This is an optimization exercise on Yosys and OpenROAD, whose aim is small area, not a production implementation.
RTL that was checked went through simulation tests only; none was proved equivalent to the original.
No functional check of the RTL was part of run 1.
Power figures rest on the tool's default switching activity, not on a simulated workload.

==> flow/design.v, too long to show whole: its modules and the start of the top module <==
// module p_fa: 4 lines
// module p_fac: 4 lines
// module p_ha: 4 lines
// module p_nor2: 3 lines
// module p_or2: 3 lines
// module p_and2: 3 lines
// module p_inv: 3 lines
// module p_xor2: 3 lines
// module p_xnor2: 3 lines
// module p_xor3: 3 lines
// module p_a222oi: 3 lines
// module magnitude_wrapper: 1019 lines
module magnitude_wrapper(
	input aclk,
	input aresetn,
	input s_i_data_valid,
	output reg s_o_data_ready,
	input [31:0] s_i_data,
	output reg m_o_data_valid,
	input m_i_data_ready,
	output [31:0] m_o_data
    );
  // ...
==> flow/flow/run.sh <==
#!/bin/bash
# Standard layout, but the port buffers are the smallest plain buffer and
# the clock tree uses smaller buffers without dummy loads.
set -euo pipefail
export BUFFER_PORTS_ARGS="-buffer_cell sky130_fd_sc_hd__buf_1"
export CTS_ARGS="-sink_clustering_enable -repair_clock_nets -dont_use_dummy_load -buf_list sky130_fd_sc_hd__clkbuf_8"
bash standard.sh finish > standard_flow.log 2>&1
==> flow/standard.sh <==
#!/bin/bash
# synth_recipe.tcl (not shown) runs the flow's synth.tcl, then flattens the netlist and writes it again
# the make line also repeats each setting of config.mk as NAME=value (left out here)
make -C /OpenROAD-flow-scripts/flow DESIGN_CONFIG=/design/flow/config.mk WORK_HOME=/design/flow/orfs CLKGATE_MAP_FILE= SYNTH_SCRIPT=/design/flow/synth_recipe.tcl "${@:-finish}"
==> flow/config.mk <==
export PLATFORM = sky130hd
export DESIGN_NAME = magnitude_wrapper
export DESIGN_NICKNAME = magnitude_wrapper
export VERILOG_FILES = /design/flow/design.v
export SDC_FILE = /design/flow/constraint.sdc
export NUM_CORES = 4
export LEC_CHECK = 0
export CAP_MARGIN = 20
export CORE_MARGIN = 2
export CORE_UTILIZATION = 40
export SLEW_MARGIN = 20
export SYNTH_HIERARCHICAL = 1
export SYNTH_MINIMUM_KEEP_SIZE = 0
==> flow/constraint.sdc <==
create_clock -name core_clock -period 10.0 [get_ports {aclk}]
set_input_delay 2.0000 -clock core_clock [delete_from_list [all_inputs] [get_ports {aclk}]]
set_output_delay 2.0000 -clock core_clock [all_outputs]
set_load 0.01 [all_outputs]
==> notes.md, run 1 <==
Pwr:
- Net switching is about 44% of the power.
- The switching power is around 1.2 mW.
- The sequential group power is 0.681 mW.

STA:
- The worst pin sits at a relative slew slack of 37.17%.
- The shortest period the worst path allows is 9.357 ns.

Layout:
- The multi-input gate share of total cell area is 57.25%.
- The sequential fraction of total cell area is 29.61%.
- For this run, the post-layout net count is 853.
- The most common cell after layout, fill and taps aside is sky130_fd_sc_hd__fa_1.
- The multi-input combinational gate total is 389.
- The area used by sequential logic in the layout is approximately 0.0023 mm2.

Drt:
- The count of nets left with antenna violations once routing finished came out at 0.
- The routed length on met2 is 8.305 mm.

Outcome:
- The run finished with no timing, DRC or antenna violations.

Global routing:
- The remaining global-route overflow is 0.

Clock tree:
- The CTS tree is yes.
- The clock buffer count from CTS is 9.
- At the later pin of the worst-skew pair, clock insertion delay measures 0.40 ns.

Critical path:
- The length in cells of the worst reg-to-reg path is 24.
- The end of the worst register-to-register path is cn[20]$_DFF_P_.

Logic synthesis:
- The dominant combinational cell family by area after synthesis is adder cells.
- The post-synthesis area per instance is 12.47 um2.
- Of the total synthesized cell area, the portion taken by AND, OR, NAND and NOR gates is 10.07%.
- The register bit count reported by yosys is 106.

Die:
- The floorplan has 48 rows.

Placement:
- The placed cell count is 862.
==> inputs of run 2 (changes only) <==
--- a/flow/design.v
+++ b/flow/design.v
@@ -44,18 +44,18 @@
 	input m_i_data_ready,
 	output [31:0] m_o_data
     );
 	reg start, ack;
 	reg f2, f3;
 	reg [15:0] a_re, a_im;
 	reg [31:0] p;         
 	reg [31:0] cn;        
-	reg pc_13, cnc_13;
-	wire tc_13, cvc_13, cdc_13;
+	reg pc_12, cnc_12;
+	wire tc_12, cvc_12, cdc_12;
 	reg pc_21, cnc_21;
 	wire tc_21, cvc_21, cdc_21;
 	wire acc = s_i_data_valid & ~ack;
 	wire [15:0] xn;       
 	wire [31:0] t;        
 	wire [31:0] cv;       
 	wire [31:0] mo;
 	wire [31:0] cd;
@@ -110,17 +110,17 @@
 	assign t[24] = s_674;
 	assign t[25] = s_686;
 	assign t[26] = s_698;
 	assign t[27] = s_707;
 	assign t[28] = s_716;
 	assign t[29] = s_722;
 	assign t[30] = s_728;
 	assign t[31] = s_798;
-	assign tc_13 = c_768;
+	assign tc_12 = c_765;
 	assign tc_21 = c_792;
 	p_a222oi uc0 (.a1(ld_t), .a2(t[0]), .b1(ld_p), .b2(p[0]), .c1(hold), .c2(cv[0]), .y(cd[0]));
 	p_inv ui0 (.a(cn[0]), .y(cv[0]));
 	p_a222oi uc1 (.a1(ld_t), .a2(t[1]), .b1(ld_p), .b2(p[1]), .c1(hold), .c2(cv[1]), .y(cd[1]));
 	p_inv ui1 (.a(cn[1]), .y(cv[1]));
 	p_a222oi uc2 (.a1(ld_t), .a2(t[2]), .b1(ld_p), .b2(p[2]), .c1(hold), .c2(cv[2]), .y(cd[2]));
 	p_inv ui2 (.a(cn[2]), .y(cv[2]));
 	p_a222oi uc3 (.a1(ld_t), .a2(t[3]), .b1(ld_p), .b2(p[3]), .c1(hold), .c2(cv[3]), .y(cd[3]));
@@ -176,33 +176,32 @@
 	p_a222oi uc28 (.a1(ld_t), .a2(t[28]), .b1(ld_p), .b2(p[28]), .c1(hold), .c2(cv[28]), .y(cd[28]));
 	p_inv ui28 (.a(cn[28]), .y(cv[28]));
 	p_a222oi uc29 (.a1(ld_t), .a2(t[29]), .b1(ld_p), .b2(p[29]), .c1(hold), .c2(cv[29]), .y(cd[29]));
 	p_inv ui29 (.a(cn[29]), .y(cv[29]));
 	p_a222oi uc30 (.a1(ld_t), .a2(t[30]), .b1(ld_p), .b2(p[30]), .c1(hold), .c2(cv[30]), .y(cd[30]));
 	p_inv ui30 (.a(cn[30]), .y(cv[30]));
 	p_a222oi uc31 (.a1(ld_t), .a2(t[31]), .b1(ld_p), .b2(p[31]), .c1(hold), .c2(cv[31]), .y(cd[31]));
 	p_inv ui31 (.a(cn[31]), .y(cv[31]));
-	p_a222oi ucc13 (.a1(ld_t), .a2(tc_13), .b1(ld_p), .b2(pc_13), .c1(hold), .c2(cvc_13), .y(cdc_13));
-	p_inv uic13 (.a(cnc_13), .y(cvc_13));
+	p_a222oi ucc12 (.a1(ld_t), .a2(tc_12), .b1(ld_p), .b2(pc_12), .c1(hold), .c2(cvc_12), .y(cdc_12));
+	p_inv uic12 (.a(cnc_12), .y(cvc_12));
 	p_a222oi ucc21 (.a1(ld_t), .a2(tc_21), .b1(ld_p), .b2(pc_21), .c1(hold), .c2(cvc_21), .y(cdc_21));
 	p_inv uic21 (.a(cnc_21), .y(cvc_21));
 	assign mo[0] = cv[0];
 	assign mo[1] = cv[1];
 	assign mo[2] = cv[2];
 	assign mo[3] = cv[3];
 	assign mo[4] = cv[4];
 	assign mo[5] = cv[5];
 	assign mo[6] = cv[6];
 	assign mo[7] = cv[7];
 	assign mo[8] = cv[8];
 	assign mo[9] = cv[9];
 	assign mo[10] = cv[10];
 	assign mo[11] = cv[11];
-	assign mo[12] = cv[12];
 	assign m_o_data = mo;
 	wire dg_1;
 	wire dg_3;
 	wire dg_5;
 	wire dg_7;
 	wire dg_9;
 	wire dg_11;
 	wire dg_13;
@@ -687,16 +686,17 @@
 	wire e_820;
 	wire e_822;
 	wire e_824;
 	wire e_826;
 	wire e_828;
 	wire e_830;
 	wire e_832;
 	wire e_834;
+	wire e_836;
   p_inv u2 (.a(xn[0]), .y(dg_1));
   p_inv u4 (.a(xn[1]), .y(dg_3));
   p_inv u6 (.a(xn[2]), .y(dg_5));
   p_inv u8 (.a(xn[3]), .y(dg_7));
   p_inv u10 (.a(xn[4]), .y(dg_9));
   p_inv u12 (.a(xn[5]), .y(dg_11));
   p_inv u14 (.a(xn[6]), .y(dg_13));
   p_inv u16 (.a(xn[7]), .y(dg_15));
@@ -855,17 +855,17 @@
   p_and2 u322 (.a(p[24]), .b(pm), .y(pm_321));
   p_and2 u324 (.a(p[25]), .b(pm), .y(pm_323));
   p_and2 u326 (.a(p[26]), .b(pm), .y(pm_325));
   p_and2 u328 (.a(p[27]), .b(pm), .y(pm_327));
   p_and2 u330 (.a(p[28]), .b(pm), .y(pm_329));
   p_and2 u332 (.a(p[29]), .b(pm), .y(pm_331));
   p_and2 u334 (.a(p[30]), .b(pm), .y(pm_333));
   p_and2 u336 (.a(p[31]), .b(pm), .y(pm_335));
-  p_and2 u338 (.a(pc_13), .b(pm), .y(pmc_337));
+  p_and2 u338 (.a(pc_12), .b(pm), .y(pmc_337));
   p_and2 u340 (.a(pc_21), .b(pm), .y(pmc_339));
   p_fa u343 (.a(pm_277), .b(dg_3), .c(pp_33), .s(s_341), .co(c_342));
   p_fa u346 (.a(pm_279), .b(pp_35), .c(c_342), .s(s_344), .co(c_345));
   p_fa u349 (.a(pm_281), .b(dg_5), .c(pp_37), .s(s_347), .co(c_348));
   p_fa u352 (.a(pp_63), .b(s_347), .c(c_345), .s(s_350), .co(c_351));
   p_fa u355 (.a(pm_283), .b(pp_39), .c(pp_65), .s(s_353), .co(c_354));
   p_fa u358 (.a(c_348), .b(s_353), .c(c_351), .s(s_356), .co(c_357));
   p_fa u361 (.a(pm_285), .b(dg_7), .c(pp_41), .s(s_359), .co(c_360));
@@ -887,28 +887,28 @@
   p_fa u409 (.a(pp_99), .b(c_390), .c(s_401), .s(s_407), .co(c_408));
   p_fa u412 (.a(s_404), .b(c_393), .c(s_407), .s(s_410), .co(c_411));
   p_fa u415 (.a(c_396), .b(s_410), .c(c_399), .s(s_413), .co(c_414));
   p_fa u418 (.a(pm_295), .b(pp_101), .c(pp_123), .s(s_416), .co(c_417));
   p_fa u421 (.a(pp_143), .b(pp_51), .c(pp_77), .s(s_419), .co(c_420));
   p_fa u424 (.a(c_402), .b(c_405), .c(s_416), .s(s_422), .co(c_423));
   p_fa u427 (.a(s_419), .b(c_408), .c(s_422), .s(s_425), .co(c_426));
   p_fa u430 (.a(c_411), .b(s_425), .c(c_414), .s(s_428), .co(c_429));
-  p_fa u433 (.a(pm_297), .b(dg_13), .c(pp_103), .s(s_431), .co(c_432));
-  p_fa u436 (.a(pp_125), .b(pp_145), .c(pp_163), .s(s_434), .co(c_435));
-  p_fa u439 (.a(pp_53), .b(pp_79), .c(c_417), .s(s_437), .co(c_438));
-  p_fa u442 (.a(c_420), .b(s_431), .c(s_434), .s(s_440), .co(c_441));
-  p_fa u445 (.a(c_423), .b(s_437), .c(s_440), .s(s_443), .co(c_444));
-  p_fa u448 (.a(c_426), .b(s_443), .c(c_429), .s(s_446), .co(c_447));
-  p_fa u451 (.a(pm_299), .b(pmc_337), .c(pp_105), .s(s_449), .co(c_450));
-  p_fa u454 (.a(pp_127), .b(pp_147), .c(pp_165), .s(s_452), .co(c_453));
-  p_fa u457 (.a(pp_55), .b(pp_81), .c(c_432), .s(s_455), .co(c_456));
-  p_fa u460 (.a(c_435), .b(s_449), .c(s_452), .s(s_458), .co(c_459));
-  p_fa u463 (.a(c_438), .b(s_455), .c(c_441), .s(s_461), .co(c_462));
-  p_fa u466 (.a(s_458), .b(c_444), .c(s_461), .s(s_464), .co(c_465));
+  p_fa u433 (.a(pm_297), .b(pmc_337), .c(dg_13), .s(s_431), .co(c_432));
+  p_fa u436 (.a(pp_103), .b(pp_125), .c(pp_145), .s(s_434), .co(c_435));
+  p_fa u439 (.a(pp_163), .b(pp_53), .c(pp_79), .s(s_437), .co(c_438));
+  p_fa u442 (.a(c_417), .b(s_431), .c(c_420), .s(s_440), .co(c_441));
+  p_fa u445 (.a(s_434), .b(s_437), .c(c_423), .s(s_443), .co(c_444));
+  p_fa u448 (.a(s_440), .b(c_426), .c(s_443), .s(s_446), .co(c_447));
+  p_fa u451 (.a(pm_299), .b(pp_105), .c(pp_127), .s(s_449), .co(c_450));
+  p_fa u454 (.a(pp_147), .b(pp_165), .c(pp_55), .s(s_452), .co(c_453));
+  p_fa u457 (.a(pp_81), .b(c_432), .c(c_435), .s(s_455), .co(c_456));
+  p_fa u460 (.a(c_438), .b(s_449), .c(s_452), .s(s_458), .co(c_459));
+  p_fa u463 (.a(c_441), .b(s_455), .c(s_458), .s(s_461), .co(c_462));
+  p_fa u466 (.a(c_444), .b(s_461), .c(c_447), .s(s_464), .co(c_465));
   p_fa u469 (.a(pm_301), .b(dg_15), .c(pp_107), .s(s_467), .co(c_468));
   p_fa u472 (.a(pp_129), .b(pp_149), .c(pp_167), .s(s_470), .co(c_471));
   p_fa u475 (.a(pp_183), .b(pp_57), .c(pp_83), .s(s_473), .co(c_474));
   p_fa u478 (.a(c_450), .b(c_453), .c(s_467), .s(s_476), .co(c_477));
   p_fa u481 (.a(s_470), .b(s_473), .c(c_456), .s(s_479), .co(c_480));
   p_fa u484 (.a(c_459), .b(s_476), .c(s_479), .s(s_482), .co(c_483));
   p_fa u487 (.a(c_462), .b(s_482), .c(c_465), .s(s_485), .co(c_486));
   p_fa u490 (.a(pm_303), .b(pp_109), .c(pp_131), .s(s_488), .co(c_489));
@@ -999,57 +999,58 @@
   p_ha u745 (.a(c_741), .b(s_350), .s(s_743), .co(c_744));
   p_ha u748 (.a(c_744), .b(s_356), .s(s_746), .co(c_747));
   p_ha u751 (.a(c_747), .b(s_365), .s(s_749), .co(c_750));
   p_ha u754 (.a(c_750), .b(s_374), .s(s_752), .co(c_753));
   p_ha u757 (.a(c_753), .b(s_386), .s(s_755), .co(c_756));
   p_ha u760 (.a(c_756), .b(s_398), .s(s_758), .co(c_759));
   p_ha u763 (.a(c_759), .b(s_413), .s(s_761), .co(c_762));
   p_ha u766 (.a(c_762), .b(s_428), .s(s_764), .co(c_765));
-  p_ha u769 (.a(c_765), .b(s_446), .s(s_767), .co(c_768));
-  p_ha u772 (.a(s_464), .b(c_447), .s(s_770), .co(c_771));
+  p_ha u769 (.a(s_446), .b(c_429), .s(s_767), .co(c_768));
+  p_ha u772 (.a(s_464), .b(c_768), .s(s_770), .co(c_771));
   p_ha u775 (.a(s_485), .b(c_771), .s(s_773), .co(c_774));
   p_ha u778 (.a(s_506), .b(c_774), .s(s_776), .co(c_777));
   p_fa u781 (.a(s_530), .b(c_507), .c(c_777), .s(s_779), .co(c_780));
   p_fa u784 (.a(c_531), .b(s_551), .c(c_780), .s(s_782), .co(c_783));
   p_fa u787 (.a(c_552), .b(s_572), .c(c_783), .s(s_785), .co(c_786));
   p_fa u790 (.a(c_573), .b(s_590), .c(c_786), .s(s_788), .co(c_789));
   p_fa u793 (.a(s_608), .b(c_591), .c(c_789), .s(s_791), .co(c_792));
   p_xor2 u795 (.a(pm_335), .b(dg_31), .y(s_794));
   p_xor2 u797 (.a(s_794), .b(c_726), .y(s_796));
   p_xor2 u799 (.a(s_796), .b(c_729), .y(s_798));
-  p_ha u801 (.a(cv[13]), .b(cvc_13), .s(mo[13]), .co(e_800));
-  p_ha u803 (.a(cv[14]), .b(e_800), .s(mo[14]), .co(e_802));
-  p_ha u805 (.a(cv[15]), .b(e_802), .s(mo[15]), .co(e_804));
-  p_ha u807 (.a(cv[16]), .b(e_804), .s(mo[16]), .co(e_806));
-  p_ha u809 (.a(cv[17]), .b(e_806), .s(mo[17]), .co(e_808));
-  p_ha u811 (.a(cv[18]), .b(e_808), .s(mo[18]), .co(e_810));
-  p_ha u813 (.a(cv[19]), .b(e_810), .s(mo[19]), .co(e_812));
-  p_ha u815 (.a(cv[20]), .b(e_812), .s(mo[20]), .co(e_814));
-  p_fa u817 (.a(cv[21]), .b(cvc_21), .c(e_814), .s(mo[21]), .co(e_816));
-  p_ha u819 (.a(cv[22]), .b(e_816), .s(mo[22]), .co(e_818));
-  p_ha u821 (.a(cv[23]), .b(e_818), .s(mo[23]), .co(e_820));
-  p_ha u823 (.a(cv[24]), .b(e_820), .s(mo[24]), .co(e_822));
-  p_ha u825 (.a(cv[25]), .b(e_822), .s(mo[25]), .co(e_824));
-  p_ha u827 (.a(cv[26]), .b(e_824), .s(mo[26]), .co(e_826));
-  p_ha u829 (.a(cv[27]), .b(e_826), .s(mo[27]), .co(e_828));
-  p_ha u831 (.a(cv[28]), .b(e_828), .s(mo[28]), .co(e_830));
-  p_ha u833 (.a(cv[29]), .b(e_830), .s(mo[29]), .co(e_832));
-  p_ha u835 (.a(cv[30]), .b(e_832), .s(mo[30]), .co(e_834));
-  p_xor2 u836 (.a(cv[31]), .b(e_834), .y(mo[31]));
+  p_ha u801 (.a(cv[12]), .b(cvc_12), .s(mo[12]), .co(e_800));
+  p_ha u803 (.a(cv[13]), .b(e_800), .s(mo[13]), .co(e_802));
+  p_ha u805 (.a(cv[14]), .b(e_802), .s(mo[14]), .co(e_804));
+  p_ha u807 (.a(cv[15]), .b(e_804), .s(mo[15]), .co(e_806));
+  p_ha u809 (.a(cv[16]), .b(e_806), .s(mo[16]), .co(e_808));
+  p_ha u811 (.a(cv[17]), .b(e_808), .s(mo[17]), .co(e_810));
+  p_ha u813 (.a(cv[18]), .b(e_810), .s(mo[18]), .co(e_812));
+  p_ha u815 (.a(cv[19]), .b(e_812), .s(mo[19]), .co(e_814));
+  p_ha u817 (.a(cv[20]), .b(e_814), .s(mo[20]), .co(e_816));
+  p_fa u819 (.a(cv[21]), .b(cvc_21), .c(e_816), .s(mo[21]), .co(e_818));
+  p_ha u821 (.a(cv[22]), .b(e_818), .s(mo[22]), .co(e_820));
+  p_ha u823 (.a(cv[23]), .b(e_820), .s(mo[23]), .co(e_822));
+  p_ha u825 (.a(cv[24]), .b(e_822), .s(mo[24]), .co(e_824));
+  p_ha u827 (.a(cv[25]), .b(e_824), .s(mo[25]), .co(e_826));
+  p_ha u829 (.a(cv[26]), .b(e_826), .s(mo[26]), .co(e_828));
+  p_ha u831 (.a(cv[27]), .b(e_828), .s(mo[27]), .co(e_830));
+  p_ha u833 (.a(cv[28]), .b(e_830), .s(mo[28]), .co(e_832));
+  p_ha u835 (.a(cv[29]), .b(e_832), .s(mo[29]), .co(e_834));
+  p_ha u837 (.a(cv[30]), .b(e_834), .s(mo[30]), .co(e_836));
+  p_xor2 u838 (.a(cv[31]), .b(e_836), .y(mo[31]));
 	always @(posedge aclk) begin
 		start <= acc | (start & ~ack & aresetn);
 		s_o_data_ready <= acc | (s_o_data_ready & aresetn);
 		ack <= start;
 		f2 <= acc & start;
 		f3 <= f2;
 		if (m_i_data_ready) m_o_data_valid <= ack;
 		else if (!aresetn) m_o_data_valid <= 1'b0;
 		a_re <= s_i_data[15:0];
 		if (acc) a_im <= s_i_data[31:16];
 		p <= t;
 		cn <= cd;
-		pc_13 <= tc_13;
-		cnc_13 <= cdc_13;
+		pc_12 <= tc_12;
+		cnc_12 <= cdc_12;
 		pc_21 <= tc_21;
 		cnc_21 <= cdc_21;
 	end
 endmodule
==> flow/flow/run.sh (replaced) <==
#!/bin/bash
# Standard layout, but the port buffers are the smallest plain buffer and
# the clock tree uses smaller buffers without dummy loads.
set -euo pipefail
export BUFFER_PORTS_ARGS="-buffer_cell sky130_fd_sc_hd__buf_1"
export CTS_ARGS="-sink_clustering_enable -repair_clock_nets -dont_use_dummy_load -buf_list sky130_fd_sc_hd__clkbuf_8"
export GPL_KEEP_OVERFLOW=0
bash standard.sh finish > standard_flow.log 2>&1
==> notes.md, run 2 <==
Critical path:
- The register-to-register setup slack came to 1.00 ns (was 1.46 ns).
- Sequence of cells on the critical path: buf_1, a222oi_1, buf_2, inv_1, fa_2, fa_1, fa_2, fa_1, fa_1, fa_1, fa_1, fa_1, fa_1, fa_1, ha_1, ha_1, ha_1, ha_1, fa_1, fa_2, fa_2, fa_2, fa_1, a222oi_1 (was buf_1, a222oi_1, inv_1, fa_2, fa_1, fa_2, fa_1, fa_1, fa_2, fa_2, fa_2, fa_2, fa_2, fa_1, ha_1, ha_1, ha_1, fa_1, fa_2, fa_2, fa_2, fa_1, a222oi_1).
- The length in cells of the worst reg-to-reg path is 25 (was 24).
- The biggest cell delay along the critical path was 0.60 ns (was 0.47 ns).
- The cell at the slowest stage of the critical path is sky130_fd_sc_hd__a222oi_1 (unchanged).
- The arrival time at the worst endpoint was 9.94 ns (was 9.64 ns).
- The worst-path maximum fanout came to 5 (was 3).
- The required time of the critical path is 10.27 ns (was 10.28 ns).
- The sort of element at the start of the critical path is a primary input (unchanged).
- The most numerous cell on the critical path was sky130_fd_sc_hd__fa_1 (was sky130_fd_sc_hd__fa_2).
- The type of the worst setup path is primary input to flip-flop (unchanged).
- The type of element capturing the critical path was a flip-flop (unchanged).
- The end of the worst register-to-register path is cn[20]$_DFF_P_ (unchanged).
- The worst reg2reg path startpoint was ack$_DFF_P_ (unchanged).

Outcome:
- Run status: timing/DRC/antenna clean (unchanged).

Drt:
- The count of vias placed by the detailed router was 4808 (was 4664).
- The DRC violations left is 0 (unchanged).
- The count of routing violations after the opening detailed-route iteration is 461 (was 432).
- The count of antenna-violating nets left after detailed routing is 0 (unchanged).
- The routed wire length came to 16.11 mm (was 16.24 mm).
- The number of optimization iterations in the first detailed-route pass is 5 (was 8).
- The per-cell via count in the routed design is 5.372 (was 5.355).
- The post-detailed-route wirelength per cell came to 18.00 um (was 18.65 um).

Hold path:
- The worst hold path class is flip-flop to flip-flop (unchanged).
- The worst hold endpoint is ack$_DFF_P_ (was cn[2]$_DFF_P_).
- The number of cells traversed by the worst hold path was 0 (was 1).
- The worst min-delay path startpoint is start$_DFF_P_ (was p[2]$_DFF_P_).

STA:
- The worst clock skew is 0.04624 ns (was 0.03501 ns).
- The number of max-slew violations in the final report came to 0 (unchanged).
- The number of endpoints failing setup at the final stage came to 0 (unchanged).
- The peak clock frequency supported by timing is 0.1034 GHz (was 0.1069 GHz).
- The final number of hold-violating endpoints is 0 (unchanged).
- The normalized max-slew margin is 37.20% (was 37.17%).
- The final period utilization is 96.71% (was 93.57%).
- The worst hold slack is 0.4163 ns (was 0.4013 ns).
- The pin slew with the least headroom to its limit came to 0.9420 ns (was 0.9424 ns).
- The shortest period the worst path allows is 9.671 ns (was 9.357 ns).
- Setup repair after global routing missed its margin: no (unchanged).

Layout:
- The total non-filler cell area in the finished layout is 0.007909 mm2 (was 0.007741 mm2).
- Largest registers in the final layout: cn x32, p x32 (unchanged).
- The number of fill cells in the layout is 1624 (was 1654).
- The most common cell after layout, fill and taps aside is sky130_fd_sc_hd__fa_1 (unchanged).
- The area added between synthesis and finish came to 13.16% (was 10.84%).
- The antenna cell count is 0 (unchanged).
- The final layout net count came to 878 (was 853).
- The proportion of layout cells with a drive suffix above 1 is 9.403% (was 6.502%).
- Highest-count cells in the layout ignoring fill and taps: sky130_fd_sc_hd__fa_1, sky130_fd_sc_hd__nor2_1, sky130_fd_sc_hd__dfxtp_1, sky130_fd_sc_hd__buf_1, sky130_fd_sc_hd__inv_1 (unchanged).

Clock tree:
- The clock edge transition at the registers on the reported setup and hold paths is 0.12 ns (was 0.11 ns).
- The number of instances resized during post-cts repair is 0 (unchanged).
- The count of buffers added by post-CTS timing repair for setup is 0 (unchanged).
- The CTS tree is yes (unchanged).
- The number of buffers on the longest clock path is 2 (unchanged).
- The depth of the CTS H-tree is 3 (unchanged).
- The number of clock sinks is 106 (unchanged).
- The library cell used as clock root buffer is sky130_fd_sc_hd__clkbuf_8 (unchanged).
- The clock buffer count from CTS came to 9 (unchanged).
- The total of hold buffers inserted after clock tree synthesis is 0 (unchanged).
- The insertion delay to the later sink of the worst-skew pair is 0.41 ns (was 0.40 ns).

Pwr:
- The leakage power summed over all cells is 3.701 nW (was 3.595 nW).
- The peak supply drop came to 190.9 uV (was 232.5 uV).
- The cell area power density is 353.1 mW/mm2 (was 363.8 mW/mm2).

Logic synthesis:
- The proportion of register bits with asynchronous set or reset after synthesis is 0% (unchanged).
- The gate count after technology mapping is 560 (unchanged).
- The register bit count reported by yosys is 106 (unchanged).
- The cell area after synthesis is 0.006989 mm2 (was 0.006984 mm2).
- The most frequently used flop master after synthesis is sky130_fd_sc_hd__dfxtp_1 (unchanged).
- The post-synthesis area per instance is 12.48 um2 (was 12.47 um2).
- The sequential element share of the synthesized area is 32.80% (was 32.82%).
- The share of Yosys cell area claimed by the top area cell type was 38.95% (was 38.98%).
- The most frequent cell after synthesis is sky130_fd_sc_hd__fa_1 (unchanged).
- The post-synthesis cell type count is 14 (unchanged).
- The most area-hungry cell type in the Yosys netlist was sky130_fd_sc_hd__fa_1 (unchanged).
- The number of synthesized flops with an enable pin is 17 (unchanged).
- Top cells by area, synth: sky130_fd_sc_hd__fa_1, sky130_fd_sc_hd__dfxtp_1, sky130_fd_sc_hd__edfxtp_1, sky130_fd_sc_hd__a222oi_1, sky130_fd_sc_hd__nor2_1 (unchanged).
- The net count after synthesis was 766 (was 765).
- Most frequent cells after synthesis: sky130_fd_sc_hd__fa_1, sky130_fd_sc_hd__nor2_1, sky130_fd_sc_hd__dfxtp_1 (unchanged).
- The count of warnings emitted by yosys is 7 (unchanged).

Die:
- The number of primary I/O pins is 70 (unchanged).
- The height of the die is 136.2 um (was 136.1 um).
- The starting utilization of the core area is 40.69% (was 40.66%).
- The standard-cell row count came to 48 (unchanged).
- The core region area came to 0.01718 mm2 (unchanged).
- The width of the die is 136.2 um (was 136.1 um).
- The area of the die is 0.01855 mm2 (was 0.01853 mm2).

Placement:
- The final weighted congestion in routability-driven placement came to 0.8927 (was 0.8634).
- The number of port buffers is 69 (unchanged).
- The placed cell area was 0.007762 mm2 (was 0.007617 mm2).
- The placed wire-length estimate is 12.95 mm (was 12.19 mm).

Global routing:
- The maximum number of pins on one net before global-route repair was 38 (unchanged).
- The overall fraction of global-route tracks in use is 18.99% (was 19.60%).
- The remaining global-route overflow came to 0 (unchanged).
- The via count of the first global-routing pass is 5439 (was 5343).
- The wire length of the first global-routing pass was 27.04 mm (was 27.57 mm).
- The initial antenna violation count was 0 (unchanged).

Flow run:
- The reported max-cap violation count is 0 (unchanged).
## run 2: changes by cell type after synthesis, sizes merged
cell  change
ha        +1
buf       -1
## run 2: cell families after synthesis
| group | synth area share (%) |
|---|---|
| adder cells (fa/ha/maj) | 45.04 |
| AND/OR/NAND/NOR | 10.06 |
| flip-flops | 32.80 |
| buffers and inverters | 4.082 |
| AO/OA/AOI/OAI | 7.519 |
| XOR/XNOR | 0.5012 |
## run 2: stage by stage
step	setup WS, ns	total power [mW]	util [%]	setup TNS (ns)	std cells
after detailed placement	-0.04090	2.598	45.19	-0.04090	883
after CTS	0.3271	2.837	45.91	0	892
after global placement	-0.7247	2.526	43.39	-4.097	842
final	0.3286	2.793	46.04	0	895
after global routing	0.01281	3.141	46.04	0	895
after floorplan	0.02184	2.086	-	0	560
## run 2: final cells by class
| class | instances | area [um2] | share of cell area [%] |
|---|---|---|---|
| multi-input combinational | 390 | 4447 | 56.23 |
| sequential | 106 | 2292 | 28.98 |
| timing repair buffer | 113 | 569.3 | 7.198 |
| tap | 225 | 281.5 | 3.560 |
| inverter | 52 | 195.2 | 2.468 |
| clock buffer | 9 | 123.9 | 1.566 |
## run 2: per-module statistics from Yosys, one instance, submodules excluded
module | area [um2] | cells inside | copies in the design | flops+latches
p_ha | 12.51 | 1 | 34 | 0
magnitude_wrapper | 2455 | 132 | 1 | 106
p_nor2 | 3.754 | 1 | 120 | 0
p_fa | 20.02 | 1 | 136 | 0
p_a222oi | 10.01 | 1 | 50 | 0
p_xor2 | 8.758 | 1 | 4 | 0
p_and2 | 6.256 | 1 | 34 | 0
p_inv | 3.754 | 1 | 50 | 0
## run 2: worst max-delay path: cells and delay by family
family	cells	cell delay, ns
AOI/OAI and AO/OA	2	0.90
buffers and inverters	3	0.46
adders and majority gates	19	6.57
## run 2: layer usage
layer | track usage, % | up-vias | share of wire [%]
li1 | - | 2105 | -
met1 | 22.90 | 2475 | 40
met2 | 33.98 | 200 | 52
met3 | 4.586 | 28 | 6.6
met4 | 4.919 | 0 | 1.7
met5 | 0 | - | 0
## run 2: power breakdown
group | internal [mW] | leakage [nW] | switching (mW)
logic | 0.862 | 2.73 | 1.04
registers | 0.626 | 0.911 | 0.0550
clock network | 0.0810 | 0.0647 | 0.131
## run 2: how the worst max path moves through the flow
stage          cells past startpoint              to   startpoint
6_report                          24  cn[20]$_DFF_P_  s_i_data[1]
5_1_grt                           24  cn[20]$_DFF_P_  s_i_data[1]
4_1_cts                           24  cn[20]$_DFF_P_  s_i_data[1]
3_5_place_dp                      24  cn[20]$_DFF_P_  s_i_data[1]
3_3_place_gp                      23  cn[20]$_DFF_P_  s_i_data[1]
2_1_floorplan                     22  cn[20]$_DFF_P_  s_i_data[1]
==> inputs of run 3 (changes only) <==
--- a/flow/flow/run.sh
+++ b/flow/flow/run.sh
@@ -5,4 +5,3 @@
 export BUFFER_PORTS_ARGS="-buffer_cell sky130_fd_sc_hd__buf_1"
 export CTS_ARGS="-sink_clustering_enable -repair_clock_nets -dont_use_dummy_load -buf_list sky130_fd_sc_hd__clkbuf_8"
-export GPL_KEEP_OVERFLOW=0
 bash standard.sh finish > standard_flow.log 2>&1
==> notes.md, run 3 <==
Drt:
- The per-cell via count in the routed design is 5.321 (was 5.372).
- The count of routing violations after the opening detailed-route iteration is 464 (was 461).
- The post-detailed-route wirelength per cell is 18.37 um (was 18.00 um).
- The count of antenna-violating nets left after detailed routing is 0 (unchanged).
- The number of optimization iterations in the first detailed-route pass is 6 (was 5).
- The routed wire length came to 16.00 mm (was 16.11 mm).
- The DRC violations left was 0 (unchanged).
- The count of vias placed by the detailed router is 4635 (was 4808).

Global routing:
- The met2 demand-to-capacity share in global routing came to 33.00% (was 33.98%).
- The layer with the highest usage is met2 (unchanged).
- The global-route met1 utilization is 23.72% (was 22.90%).
- The maximum number of pins on one net before global-route repair is 38 (unchanged).
- The wire length of the first global-routing pass is 27.05 mm (was 27.04 mm).
- The remaining global-route overflow is 0 (unchanged).
- The initial antenna violation count was 0 (unchanged).
- The overall fraction of global-route tracks in use is 19.06% (was 18.99%).
- The global-route track usage on met3 was 3.840% (was 4.586%).
- The via count of the first global-routing pass was 5351 (was 5439).

Critical path:
- The worst reg2reg path startpoint is ack$_DFF_P_ (unchanged).
- The sort of element at the start of the critical path was a primary input (unchanged).
- The worst-path maximum fanout is 3 (was 5).
- The arrival time at the worst endpoint came to 9.70 ns (was 9.94 ns).
- The length in cells of the worst reg-to-reg path is 24 (was 25).
- The largest delay contributor family on the critical path was adder cells (unchanged).
- The biggest cell delay along the critical path was 0.49 ns (was 0.60 ns).
- The critical path startpoint is s_i_data[1] (unchanged).
- The count of buffering cells on the critical path with inverters included is 2 (was 3).
- The capture point of the worst path is cn[20]$_DFF_P_ (unchanged).
- The register-to-register setup slack came to 1.37 ns (was 1.00 ns).
- The type of element capturing the critical path is a flip-flop (unchanged).
- The cell count along the critical path is 23 (was 24).
- The type of the worst setup path is primary input to flip-flop (unchanged).
- The cell at the slowest stage of the critical path is sky130_fd_sc_hd__a222oi_1 (unchanged).
- The most numerous cell on the critical path was sky130_fd_sc_hd__fa_1 (unchanged).
- The required time of the critical path is 10.27 ns (about the same).
- The end of the worst register-to-register path is cn[20]$_DFF_P_ (unchanged).
- Sequence of cells on the critical path: buf_1, a222oi_1, inv_1, fa_2, fa_1, fa_2, fa_1, fa_1, fa_1, fa_1, fa_1, fa_1, fa_1, ha_1, ha_1, ha_1, ha_1, fa_1, fa_2, fa_2, fa_2, fa_1, a222oi_1 (was buf_1, a222oi_1, buf_2, inv_1, fa_2, fa_1, fa_2, fa_1, fa_1, fa_1, fa_1, fa_1, fa_1, fa_1, ha_1, ha_1, ha_1, ha_1, fa_1, fa_2, fa_2, fa_2, fa_1, a222oi_1).

Outcome:
- Run status: timing/DRC/antenna clean (unchanged).

Clock tree:
- The number of buffers on the longest clock path is 2 (unchanged).
- The count of buffers added by post-CTS timing repair for setup is 0 (unchanged).
- The total of hold buffers inserted after clock tree synthesis is 0 (unchanged).
- The depth of the CTS H-tree came to 3 (unchanged).
- The CTS tree is yes (unchanged).
- The library cell used as clock root buffer is sky130_fd_sc_hd__clkbuf_8 (unchanged).
- The clock buffer count from CTS was 9 (unchanged).
- The number of clock sinks was 106 (unchanged).
- The number of instances resized during post-cts repair was 0 (unchanged).
- The clock edge transition at the registers on the reported setup and hold paths is 0.11 ns (was 0.12 ns).
- The insertion delay to the later sink of the worst-skew pair is 0.40 ns (was 0.41 ns).

Placement:
- The placed wire-length estimate came to 12.01 mm (was 12.95 mm).
- The final weighted congestion in routability-driven placement was 0.8420 (was 0.8927).
- The number of port buffers is 69 (unchanged).
- The pre-CTS worst setup slack is 0.1981 ns (was -0.04090 ns).
- The placed cell area came to 0.007610 mm2 (was 0.007762 mm2).

Logic synthesis:
- The dominant combinational cell family by area after synthesis was adder cells (unchanged).
- The most frequently used flop master after synthesis is sky130_fd_sc_hd__dfxtp_1 (unchanged).
- The count of warnings emitted by yosys is 7 (unchanged).
- The post-synthesis compound-gate area fraction came to 7.519% (unchanged).
- The share of Yosys cell area claimed by the top area cell type is 38.95% (unchanged).
- Most frequent cells after synthesis: sky130_fd_sc_hd__fa_1, sky130_fd_sc_hd__nor2_1, sky130_fd_sc_hd__dfxtp_1 (unchanged).
- The post-synthesis area per instance was 12.48 um2 (unchanged).
- The most area-hungry cell type in the Yosys netlist is sky130_fd_sc_hd__fa_1 (unchanged).
- The area share of xor/xnor cells in the synthesized design is 0.5013% (unchanged).
- The cell area after synthesis was 0.006989 mm2 (unchanged).
- The post-synthesis cell type count came to 14 (unchanged).
- The adder and majority gate portion of the synthesized area is 45.04% (unchanged).
- The sequential element share of the synthesized area is 32.80% (unchanged).
- The number of synthesized flops with an enable pin is 17 (unchanged).
- The register bit count reported by yosys is 106 (unchanged).
- Top cells by area, synth: sky130_fd_sc_hd__fa_1, sky130_fd_sc_hd__dfxtp_1, sky130_fd_sc_hd__edfxtp_1, sky130_fd_sc_hd__a222oi_1, sky130_fd_sc_hd__nor2_1 (unchanged).
- The multiplexer share of the synthesized area is 0% (unchanged).
- The net count after synthesis was 766 (unchanged).
- The simple-gate area share of the yosys netlist was 10.06% (unchanged).
- The gate count after technology mapping is 560 (unchanged).
- The proportion of register bits with asynchronous set or reset after synthesis was 0% (unchanged).
- The most frequent cell after synthesis is sky130_fd_sc_hd__fa_1 (unchanged).

STA:
- The final number of hold-violating endpoints is 0 (unchanged).
- The pin slew with the least headroom to its limit came to 0.9484 ns (was 0.9420 ns).
- The final period utilization is 94.25% (was 96.71%).
- The normalized max-slew margin is 36.77% (was 37.20%).
- Setup repair after global routing missed its margin: no (unchanged).
- The shortest period the worst path allows is 9.425 ns (was 9.671 ns).
- The worst clock skew is 0.03676 ns (was 0.04624 ns).
- The number of endpoints failing setup at the final stage came to 0 (unchanged).
- The setup TNS is 0 ns (unchanged).
- The final worst slack is 0.5747 ns (was 0.3286 ns).
- The peak clock frequency supported by timing came to 0.1061 GHz (was 0.1034 GHz).
- The number of max-slew violations in the final report is 0 (unchanged).

Layout:
- The number of fill cells in the layout is 1638 (was 1624).
- Highest-count cells in the layout ignoring fill and taps: sky130_fd_sc_hd__fa_1, sky130_fd_sc_hd__nor2_1, sky130_fd_sc_hd__dfxtp_1, sky130_fd_sc_hd__buf_1, sky130_fd_sc_hd__inv_1 (unchanged).
- The area added between synthesis and finish came to 10.65% (was 13.16%).
- The final layout net count is 854 (was 878).
- Largest registers in the final layout: cn x32, p x32 (unchanged).
- The proportion of layout cells with a drive suffix above 1 is 5.573% (was 9.403%).
- The total non-filler cell area in the finished layout is 0.007734 mm2 (was 0.007909 mm2).
- The antenna cell count came to 0 (unchanged).
- The most common cell after layout, fill and taps aside is sky130_fd_sc_hd__fa_1 (unchanged).

Pwr:
- The leakage power summed over all cells is 3.608 nW (was 3.701 nW).
- The total power after layout is 2.799 mW (was 2.793 mW).
- The peak supply drop is 176.2 uV (was 190.9 uV).
- The cell area power density is 361.9 mW/mm2 (was 353.1 mW/mm2).

Die:
- The height of the die was 136.2 um (unchanged).
- The width of the die is 136.2 um (unchanged).
- The core region area is 0.01718 mm2 (unchanged).
- The starting utilization of the core area is 40.69% (unchanged).
- The area of the die was 0.01855 mm2 (unchanged).
- The number of primary I/O pins came to 70 (unchanged).
- The standard-cell row count was 48 (unchanged).

Flow run:
- The reported max-cap violation count was 0 (unchanged).

Hold path:
- The worst hold path class is flip-flop to flip-flop (unchanged).
run 3: changes by cell type in the layout (fill, tap and decap cells not counted), sizes merged:
cell / change
buf: -17
clkdlybuf4s18: -6
clkdlybuf4s15: -1
run 3: through the flow:
stage                     utilization [%]  instances  hold slack, ns
after floorplan                         -        560          0.3720
after global placement              44.30        862          0.3845
after detailed placement            44.30        862          0.3900
after CTS                           45.02        871          0.3975
after global routing                45.02        871          0.4295
final                               45.02        871          0.3978
run 3: per-layer routing:
layer / vias to the layer above / part of all wire, %
met1: 2421 / 42
met5: - / 0
met3: 24 / 5.0
li1: 2052 / -
met4: 0 / 2.0
met2: 138 / 51
run 3: kinds of logic (layout without fill, tap and decap cells):
group / count (synthesis) / in the layout
fa+ha+maj: 170 / 170
simple gates: 162 / 162
flops: 106 / 106
buf+inv: 64 / 150
compound gates: 54 / 54
xor+xnor: 4 / 4
run 3: worst min-delay path by stage:
stage / from / endpoint / slack (ns) / cells after the start
finish: start$_DFF_P_ / ack$_DFF_P_ / 0.40 / 0
global route: start$_DFF_P_ / ack$_DFF_P_ / 0.43 / 0
CTS: start$_DFF_P_ / ack$_DFF_P_ / 0.40 / 0
detailed placement: start$_DFF_P_ / ack$_DFF_P_ / 0.39 / 0
global placement: start$_DFF_P_ / ack$_DFF_P_ / 0.38 / 0
floorplan: start$_DFF_P_ / ack$_DFF_P_ / 0.37 / 0
run 3: per-module statistics from Yosys (local to each module, per instance), a selection:
module | flops+latches | area (um2) | copies in the design
magnitude_wrapper | 106 | 2455 | 1
p_and2 | 0 | 6.256 | 34
p_fa | 0 | 20.02 | 136
p_a222oi | 0 | 10.01 | 50
p_inv | 0 | 3.754 | 50
p_xor2 | 0 | 8.758 | 4
p_nor2 | 0 | 3.754 | 120
run 3: power by group:
group          switching (mW)  leakage (nW)  internal [mW]
Clock                   0.129        0.0647         0.0809
Sequential             0.0534         0.911          0.626
Combinational            1.05          2.63          0.858
run 3: worst reg2reg max path, delay by kind of cell, from the launching register on:
kind / cells / cell delay [ns]
adders and majority gates: 19 / 6.64
AOI/OAI and AO/OA: 3 / 1.17
DFF: 1 / 0.43
buffers and inverters: 2 / 0.25
run 3: final cells by class:
type | instances | area (um2) | share of cell area [%]
timing repair buffer | 89 | 409.1 | 5.290
inverter | 52 | 195.2 | 2.524
multi-input combinational | 390 | 4432 | 57.30
tap | 225 | 281.5 | 3.640
clock buffer | 9 | 123.9 | 1.602
sequential | 106 | 2292 | 29.64
==> inputs of run 4 (changes only) <==
==> flow/run.sh (new file) <==
#!/bin/bash
# synth_recipe.tcl (not shown) runs the flow's synth.tcl, then flattens the netlist and writes it again
# the make line also repeats each setting of config.mk as NAME=value (left out here)
make -C /OpenROAD-flow-scripts/flow DESIGN_CONFIG=/design/flow/config.mk WORK_HOME=/design/flow/orfs CLKGATE_MAP_FILE= SYNTH_SCRIPT=/design/flow/synth_recipe.tcl finish
removed: flow/flow/run.sh
removed: flow/standard.sh
==> notes.md, run 4 <==
Outcome:
- Run status: timing/DRC/antenna clean (unchanged).

Pwr:
- The leakage power summed over all cells is 3.898 nW (was 3.608 nW).
- The cell area power density is 362.0 mW/mm2 (was 361.9 mW/mm2).
- The share of total power in combinational logic is 65.7% (was 68.2%).
- The internal power contribution is 1.758 mW (was 1.565 mW).
- The switching power is 1.282 mW (was 1.234 mW).
- The power share of the sequential group is 22.4% (was 24.3%).
- The total power after layout was 3.041 mW (was 2.799 mW).
- The part of the total power dissipated in the clock network is 11.9% (was 7.5%).
- The switching part of the total is 42.17% (was 44.08%).
- The peak supply drop is 181.6 uV (was 176.2 uV).

Logic synthesis:
- The most frequently used flop master after synthesis is sky130_fd_sc_hd__dfxtp_1 (unchanged).
- The most area-hungry cell type in the Yosys netlist is sky130_fd_sc_hd__fa_1 (unchanged).
- The most frequent cell after synthesis was sky130_fd_sc_hd__fa_1 (unchanged).
- The proportion of register bits with asynchronous set or reset after synthesis is 0% (unchanged).
- The gate count after technology mapping is 560 (unchanged).
- The post-synthesis area per instance is 12.48 um2 (unchanged).
- The cell area after synthesis is 0.006989 mm2 (unchanged).
- The number of synthesized flops with an enable pin came to 17 (unchanged).
- The share of Yosys cell area claimed by the top area cell type is 38.95% (unchanged).
- Most frequent cells after synthesis: sky130_fd_sc_hd__fa_1, sky130_fd_sc_hd__nor2_1, sky130_fd_sc_hd__dfxtp_1 (unchanged).
- The register bit count reported by yosys is 106 (unchanged).
- The sequential element share of the synthesized area is 32.80% (unchanged).
- The post-synthesis cell type count is 14 (unchanged).
- The count of warnings emitted by yosys is 7 (unchanged).
- Top cells by area, synth: sky130_fd_sc_hd__fa_1, sky130_fd_sc_hd__dfxtp_1, sky130_fd_sc_hd__edfxtp_1, sky130_fd_sc_hd__a222oi_1, sky130_fd_sc_hd__nor2_1 (unchanged).
- The net count after synthesis came to 766 (unchanged).

Critical path:
- The count of buffering cells on the critical path with inverters included came to 3 (was 2).
- The end of the worst register-to-register path is cn[20]$_DFF_P_ (unchanged).
- The cell count along the critical path is 24 (was 23).
- The type of the worst setup path is primary input to flip-flop (unchanged).
- The worst-path maximum fanout is 3 (unchanged).
- The capture point of the worst path is cn[20]$_DFF_P_ (unchanged).
- The length in cells of the worst reg-to-reg path came to 25 (was 24).
- The cell at the slowest stage of the critical path is sky130_fd_sc_hd__fa_1 (was sky130_fd_sc_hd__a222oi_1).
- The register-to-register setup slack was 1.50 ns (was 1.37 ns).
- The worst reg2reg path startpoint is ack$_DFF_P_ (unchanged).
- The largest delay contributor family on the critical path is adder cells (unchanged).
- The sort of element at the start of the critical path is a primary input (unchanged).
- The arrival time at the worst endpoint is 9.91 ns (was 9.70 ns).
- The biggest cell delay along the critical path is 0.46 ns (was 0.49 ns).
- The critical path startpoint is s_i_data[1] (unchanged).
- The most numerous cell on the critical path is sky130_fd_sc_hd__fa_1 (unchanged).
- The type of element capturing the critical path is a flip-flop (unchanged).
- Sequence of cells on the critical path: clkdlybuf4s50_1, a222oi_1, buf_4, inv_1, fa_2, fa_1, fa_2, fa_1, fa_1, fa_1, fa_1, fa_1, fa_1, fa_1, ha_1, ha_1, ha_1, ha_1, fa_1, fa_2, fa_2, fa_2, fa_1, a222oi_1 (was buf_1, a222oi_1, inv_1, fa_2, fa_1, fa_2, fa_1, fa_1, fa_1, fa_1, fa_1, fa_1, fa_1, ha_1, ha_1, ha_1, ha_1, fa_1, fa_2, fa_2, fa_2, fa_1, a222oi_1).
- The required time of the critical path was 10.25 ns (was 10.27 ns).

Global routing:
- The wire length of the first global-routing pass came to 27.57 mm (was 27.05 mm).
- The remaining global-route overflow is 0 (unchanged).
- The initial antenna violation count is 0 (unchanged).
- The via count of the first global-routing pass is 5308 (was 5351).
- The overall fraction of global-route tracks in use is 19.50% (was 19.06%).
- The maximum number of pins on one net before global-route repair is 38 (unchanged).

Placement:
- The placed wire-length estimate was 11.88 mm (was 12.01 mm).
- The placed cell area is 0.008087 mm2 (was 0.007610 mm2).
- The number of port buffers is 69 (unchanged).
- The pre-CTS worst setup slack came to -0.1455 ns (was 0.1981 ns).
- The placed cell count is 863 (was 862).
- The final weighted congestion in routability-driven placement came to 0.8648 (was 0.8420).

Layout:
- The most common cell after layout, fill and taps aside is sky130_fd_sc_hd__fa_1 (unchanged).
- The final layout net count came to 856 (was 854).
- The area added between synthesis and finish was 20.18% (was 10.65%).
- Largest registers in the final layout: cn x32, p x32 (unchanged).
- The utilization of the core after routing is 48.90% (was 45.02%).
- Highest-count cells in the layout ignoring fill and taps: sky130_fd_sc_hd__fa_1, sky130_fd_sc_hd__nor2_1, sky130_fd_sc_hd__dfxtp_1, sky130_fd_sc_hd__clkdlybuf4s50_1, sky130_fd_sc_hd__inv_1 (was sky130_fd_sc_hd__fa_1, sky130_fd_sc_hd__nor2_1, sky130_fd_sc_hd__dfxtp_1, sky130_fd_sc_hd__buf_1, sky130_fd_sc_hd__inv_1).
- The antenna cell count was 0 (unchanged).
- The final non-filler cell total is 880 (was 871).
- The total non-filler cell area in the finished layout is 0.008399 mm2 (was 0.007734 mm2).
- The proportion of layout cells with a drive suffix above 1 was 6.870% (was 5.573%).

Drt:
- The count of antenna-violating nets left after detailed routing is 0 (unchanged).
- The routed wire length was 16.33 mm (was 16.00 mm).
- The post-detailed-route wirelength per cell is 18.55 um (was 18.37 um).
- The count of routing violations after the opening detailed-route iteration is 430 (was 464).
- The number of optimization iterations in the first detailed-route pass came to 5 (was 6).
- The DRC violations left is 0 (unchanged).
- The per-cell via count in the routed design is 5.377 (was 5.321).
- The count of vias placed by the detailed router is 4732 (was 4635).

STA:
- The peak clock frequency supported by timing is 0.1036 GHz (was 0.1061 GHz).
- The worst clock skew is 0.01450 ns (was 0.03676 ns).
- The number of max-slew violations in the final report is 0 (unchanged).
- The final worst slack is 0.3431 ns (was 0.5747 ns).
- The normalized max-slew margin is 32.81% (was 36.77%).
- The shortest period the worst path allows is 9.657 ns (was 9.425 ns).
- The pin slew with the least headroom to its limit is 1.005 ns (was 0.9484 ns).
- The setup TNS is 0 ns (unchanged).
- The final number of hold-violating endpoints came to 0 (unchanged).
- The worst hold slack was 0.4053 ns (was 0.3978 ns).
- The final period utilization came to 96.57% (was 94.25%).
- Setup repair after global routing missed its margin: no (unchanged).
- The number of endpoints failing setup at the final stage is 0 (unchanged).

Flow run:
- The reported max-cap violation count is 0 (unchanged).

Clock tree:
- The library cell used as clock root buffer was sky130_fd_sc_hd__clkbuf_16 (was sky130_fd_sc_hd__clkbuf_8).
- The clock buffer count from CTS is 9 (unchanged).
- The number of instances resized during post-cts repair is 0 (unchanged).
- The number of clock sinks was 106 (unchanged).
- The total of hold buffers inserted after clock tree synthesis is 0 (unchanged).
- The depth of the CTS H-tree was 3 (unchanged).
- The clock edge transition at the registers on the reported setup and hold paths is 0.08 ns (was 0.11 ns).
- The number of buffers on the longest clock path was 2 (unchanged).
- The insertion delay to the later sink of the worst-skew pair was 0.36 ns (was 0.40 ns).
- The CTS tree is yes (unchanged).
- The count of buffers added by post-CTS timing repair for setup is 0 (unchanged).

Die:
- The standard-cell row count is 48 (unchanged).
- The area of the die is 0.01855 mm2 (unchanged).
- The height of the die is 136.2 um (unchanged).
- The width of the die is 136.2 um (unchanged).
- The starting utilization of the core area is 40.69% (unchanged).
- The core region area is 0.01718 mm2 (unchanged).
- The number of primary I/O pins came to 70 (unchanged).

Hold path:
- The worst hold path class is flip-flop to flip-flop (unchanged).
## run 4: cell type report
type,count,area (um2)
Multi-Input combinational cell,390,4432
Inverter,52,195.2
Fill cell,1540,8777
Timing Repair Buffer,91,893.4
Clock buffer,9,225.2
Clock inverter,7,80.08
Sequential cell,106,2292
Tap cell,225,281.5
## run 4: modules after synthesis (local to each module, per instance)
module / area, um2 / flip-flops and latches / times used
magnitude_wrapper: 2455 / 106 / 1
p_xor2: 8.758 / 0 / 4
p_fa: 20.02 / 0 / 136
p_nor2: 3.754 / 0 / 120
p_a222oi: 10.01 / 0 / 50
p_and2: 6.256 / 0 / 34
p_ha: 12.51 / 0 / 34
p_inv: 3.754 / 0 / 50
## run 4: worst register-to-register path, delay by kind of cell, from the launching register on
kind	cells	cell delay, ns
adders and majority gates	19	6.61
AOI/OAI and AO/OA	3	1.03
DFF	1	0.42
buffers and inverters	3	0.33
## run 4: power groups by stage
stage                     sequential [mW]  combinational [mW]  clock, mW
after floorplan                     0.672                1.41          0
after global placement              0.685                1.95          0
after detailed placement            0.690                1.99          0
after CTS                           0.681                2.03      0.371
after global routing                0.697                2.28      0.391
final                               0.680                2.00      0.361
## run 4: worst min path at each step
stage                             start  cells after the start     endpoint  slack [ns]
final                     start$_DFF_P_                      0  ack$_DFF_P_        0.41
after global routing      start$_DFF_P_                      0  ack$_DFF_P_        0.42
after CTS                 start$_DFF_P_                      0  ack$_DFF_P_        0.41
after detailed placement  start$_DFF_P_                      0  ack$_DFF_P_        0.40
after global placement    start$_DFF_P_                      0  ack$_DFF_P_        0.39
after floorplan           start$_DFF_P_                      0  ack$_DFF_P_        0.37
## run 4: cell families after synthesis
family	share of synthesized area, %
buf+inv	4.082
compound gates	7.519
xor+xnor	0.5012
flops	32.80
simple gates	10.06
fa+ha+maj	45.04
## run 4: per-layer routing
metal | global-route usage [%] | wire length (um)
met1 | 24.71 | 6704
met2 | 34.28 | 8481
met3 | 2.983 | 813
met4 | 6.192 | 328
met5 | 0 | 0

-- re-timing with driven ports --
The flow's constraints put no driver on any port. The routed layouts listed below were extracted and timed again, unchanged, in two steps. Step 1, drivers: a clkbuf_16 drives aclk and a buf_2 each remaining input, both assumed. Step 2, shift: input delay + t, output delay - t, t = (earliest + latest rising clock arrival at the registers) / 2. This alone moves slack from input paths to output paths. a / b / c = ideal / step 1 / step 2; a / b = the first two.
run	t, ns	setup WS [ns]	latest minus earliest clock arrival (ns)
run 1	0.420	0.643 / 0.658 / 0.238	0.035 / 0.035
run 2	0.421	0.329 / 0.340 / -0.081	0.047 / 0.046
run 3	0.420	0.575 / 0.588 / 0.168	0.037 / 0.037
run 4	0.400	0.343 / 0.363 / -0.037	0.014 / 0.014
Met with ideal ports but missed after step 2: setup timing in run 2 and run 4. For run 2, which loses most, drivers alone change the setup slack by +0.011 ns; drivers and shift together by -0.410 ns.
